Context: an optimization exercise on an open-source flow, tuned for small area and a short achievable clock period. The choices shown serve that exercise and are no tape-out recipe. The RTL was checked by simulation tests, not by an equivalence proof against the original design.

Design IIR, start of the top module:
module IIR
          (clk,
           reset,
           clk_enable,
           In1,
           ce_out,
           Out1);
export LEC_CHECK = 0
export CAP_MARGIN = 20
export CORE_MARGIN = 2
export CORE_UTILIZATION = 40
export SLEW_MARGIN = 20
export SYNTH_HIERARCHICAL = 1
export SYNTH_MINIMUM_KEEP_SIZE = 0
export TNS_END_PERCENT = 0
create_clock -name core_clock -period 10.0 [get_ports {clk}]
standard.sh (not shown) runs the stock make flow with config.mk's settings and CLKGATE_MAP_FILE= SYNTH_SCRIPT=/design/flow/synth_recipe.tcl, a recipe that flattens the netlist after the stock synthesis.
==> flow/flow/run.sh <==
#!/bin/bash
# Standard ORFS layout, with port buffers of a plain buffer cell and timing
# repair aimed below the clock period (the SDC is unchanged).
set -euo pipefail
bash standard.sh SETUP_SLACK_MARGIN=5.5 "BUFFER_PORTS_ARGS=-buffer_cell sky130_fd_sc_hd__buf_2" ABC_AREA=1 finish > flow_make.log 2>&1
Then changed:
==> flow/flow/run.sh (replaced) <==
#!/bin/bash
# Standard ORFS layout, with port buffers of a plain buffer cell and timing
# repair aimed below the clock period (the SDC is unchanged).
set -euo pipefail
bash standard.sh SETUP_SLACK_MARGIN=5.5 "BUFFER_PORTS_ARGS=-buffer_cell sky130_fd_sc_hd__buf_2" ABC_AREA=1 CAP_MARGIN=0 SLEW_MARGIN=0 finish > flow_make.log 2>&1
Effect: Worst setup slack does not change; final area is unchanged; synthesized cell count is unchanged; sequential share of layout area is unchanged; global-route usage stays the same; count of clock-buffer cells in the layout does not change.
Then changed:
==> flow/flow/run.sh (replaced) <==
#!/bin/bash
# Standard ORFS layout, with port buffers of a plain buffer cell and timing
# repair aimed below the clock period (the SDC is unchanged).
set -euo pipefail
bash standard.sh SETUP_SLACK_MARGIN=5.8 "BUFFER_PORTS_ARGS=-buffer_cell sky130_fd_sc_hd__buf_2" ABC_AREA=1 finish > flow_make.log 2>&1
Effect: Design area grows by 1.3%. Maximum frequency rose by 2.1%. Global-route usage drops by 0.15 points.

* * *

== v29 ==
IIR, a different RTL version from the one above (not shown whole).
For scale: ~970 cells after synthesis, roughly 11000 µm² of cells after synthesis.
Settings: LEC_CHECK=0, CAP_MARGIN=20, CORE_MARGIN=2, CORE_UTILIZATION=40, SLEW_MARGIN=20, SYNTH_HIERARCHICAL=1, SYNTH_MINIMUM_KEEP_SIZE=0, TNS_END_PERCENT=0; clock period 10.0 ns.
==> flow/flow/run.sh <==
#!/bin/bash
# Standard ORFS layout, with port buffers of a plain buffer cell and timing
# repair aimed below the clock period (the SDC is unchanged).
set -euo pipefail
bash standard.sh SETUP_SLACK_MARGIN=5.3 "BUFFER_PORTS_ARGS=-buffer_cell sky130_fd_sc_hd__buf_2" finish > flow_make.log 2>&1
Edits applied to the flow inputs when going from v29 to v14:
Settings: putting ABC_AREA at 1 where nothing was set.
==> flow/flow/run.sh <==
#!/bin/bash
# Standard ORFS layout, with port buffers of a plain buffer cell and timing
# repair aimed below the clock period (the SDC is unchanged).
set -euo pipefail
bash standard.sh SETUP_SLACK_MARGIN=5.3 "BUFFER_PORTS_ARGS=-buffer_cell sky130_fd_sc_hd__buf_2"  finish > flow_make.log 2>&1
Notes after the runs:
v14 vs. v29: final weighted congestion in routability-driven placement fell about 2%, share of post-route cells with drive strength above 1 decreased 7.8 points, detailed-routed wire length on met3 moved up.
Total DRC errors in the routed layout across v14 and v29: no real change.
Against v29, v14 comes in 4.4 points lower on fraction of the mapped netlist area in compound gates.
Summary of v14 over v29: total of plain and repair buffers excluding clock buffers fell 26, wire length after detailed routing rose 11%.
Cells: v14 has more instances than v29
The higher synthesized area came out of v14.
### v14 -> v46
Settings: swapping 40 for 65 in CORE_UTILIZATION; clearing ABC_AREA, which used to be 1.
==> flow/flow/run.sh <==
#!/bin/bash
# Standard ORFS layout, with port buffers of a plain buffer cell and timing
# repair aimed below the clock period (the SDC is unchanged).
set -euo pipefail
bash standard.sh SETUP_SLACK_MARGIN=5.3 "BUFFER_PORTS_ARGS=-buffer_cell sky130_fd_sc_hd__buf_2" finish > flow_make.log 2>&1
Results
- Comparing fmax for v14 and v46, the smaller number came from v46.
- Relative to v14, the final routed wire length divided by cell count of v46 is higher by about 37%.
- v14 and v46 ended up with nearly the same clock network area share.
- v14 reports its beginning of the critical path as s[12] while v46 reports s[11].
- v46 reports a higher met1 usage than v14 does.
- Period utilization for v46 is higher than for v14.
- Diff v14 and v46: die boundary width higher in v14
- | die area | lower: v46 |

==> port drivers added, routing unchanged <==
In the flow no input, the clock included, has a driving cell. The finished layouts below were timed again as built, in two steps. Step 1 sets driving cells, clkbuf_16 on the clock port and buf_2 on the other inputs (assumed; they add their load-dependent delay and slew). Step 2 also shifts input and output timing later by t, the mid clock arrival at the registers, as if the neighbouring blocks saw the same clock. Slacks: no drivers / after step 1 / after step 2; pairs: no drivers / after step 1.
run	t, ns	slack for setup (ns)	worst hold slack (ns)	worst setup path at the end	slew at the worst register clock pin (ns)
the first run of note 1	0.395	5.521 / 5.472 / 5.472	0.473 / 0.473 / 0.473	input to output	0.07 / 0.07
the second run of note 1	0.395	5.521 / 5.472 / 5.472	0.473 / 0.473 / 0.473	input to output	0.07 / 0.07
the third run of note 1	0.389	5.615 / 5.572 / 5.615	0.474 / 0.474 / 0.474	register to register	0.07 / 0.07
v29	0.392	5.076 / 5.076 / 5.076	0.479 / 0.479 / 0.479	register to register	0.07 / 0.07
v14	0.396	5.427 / 5.427 / 5.427	0.481 / 0.481 / 0.481	register to register	0.07 / 0.07
v46	0.401	5.096 / 5.096 / 5.096	0.483 / 0.483 / 0.483	register to register	0.07 / 0.07
After both steps setup and hold are still met in every run listed.
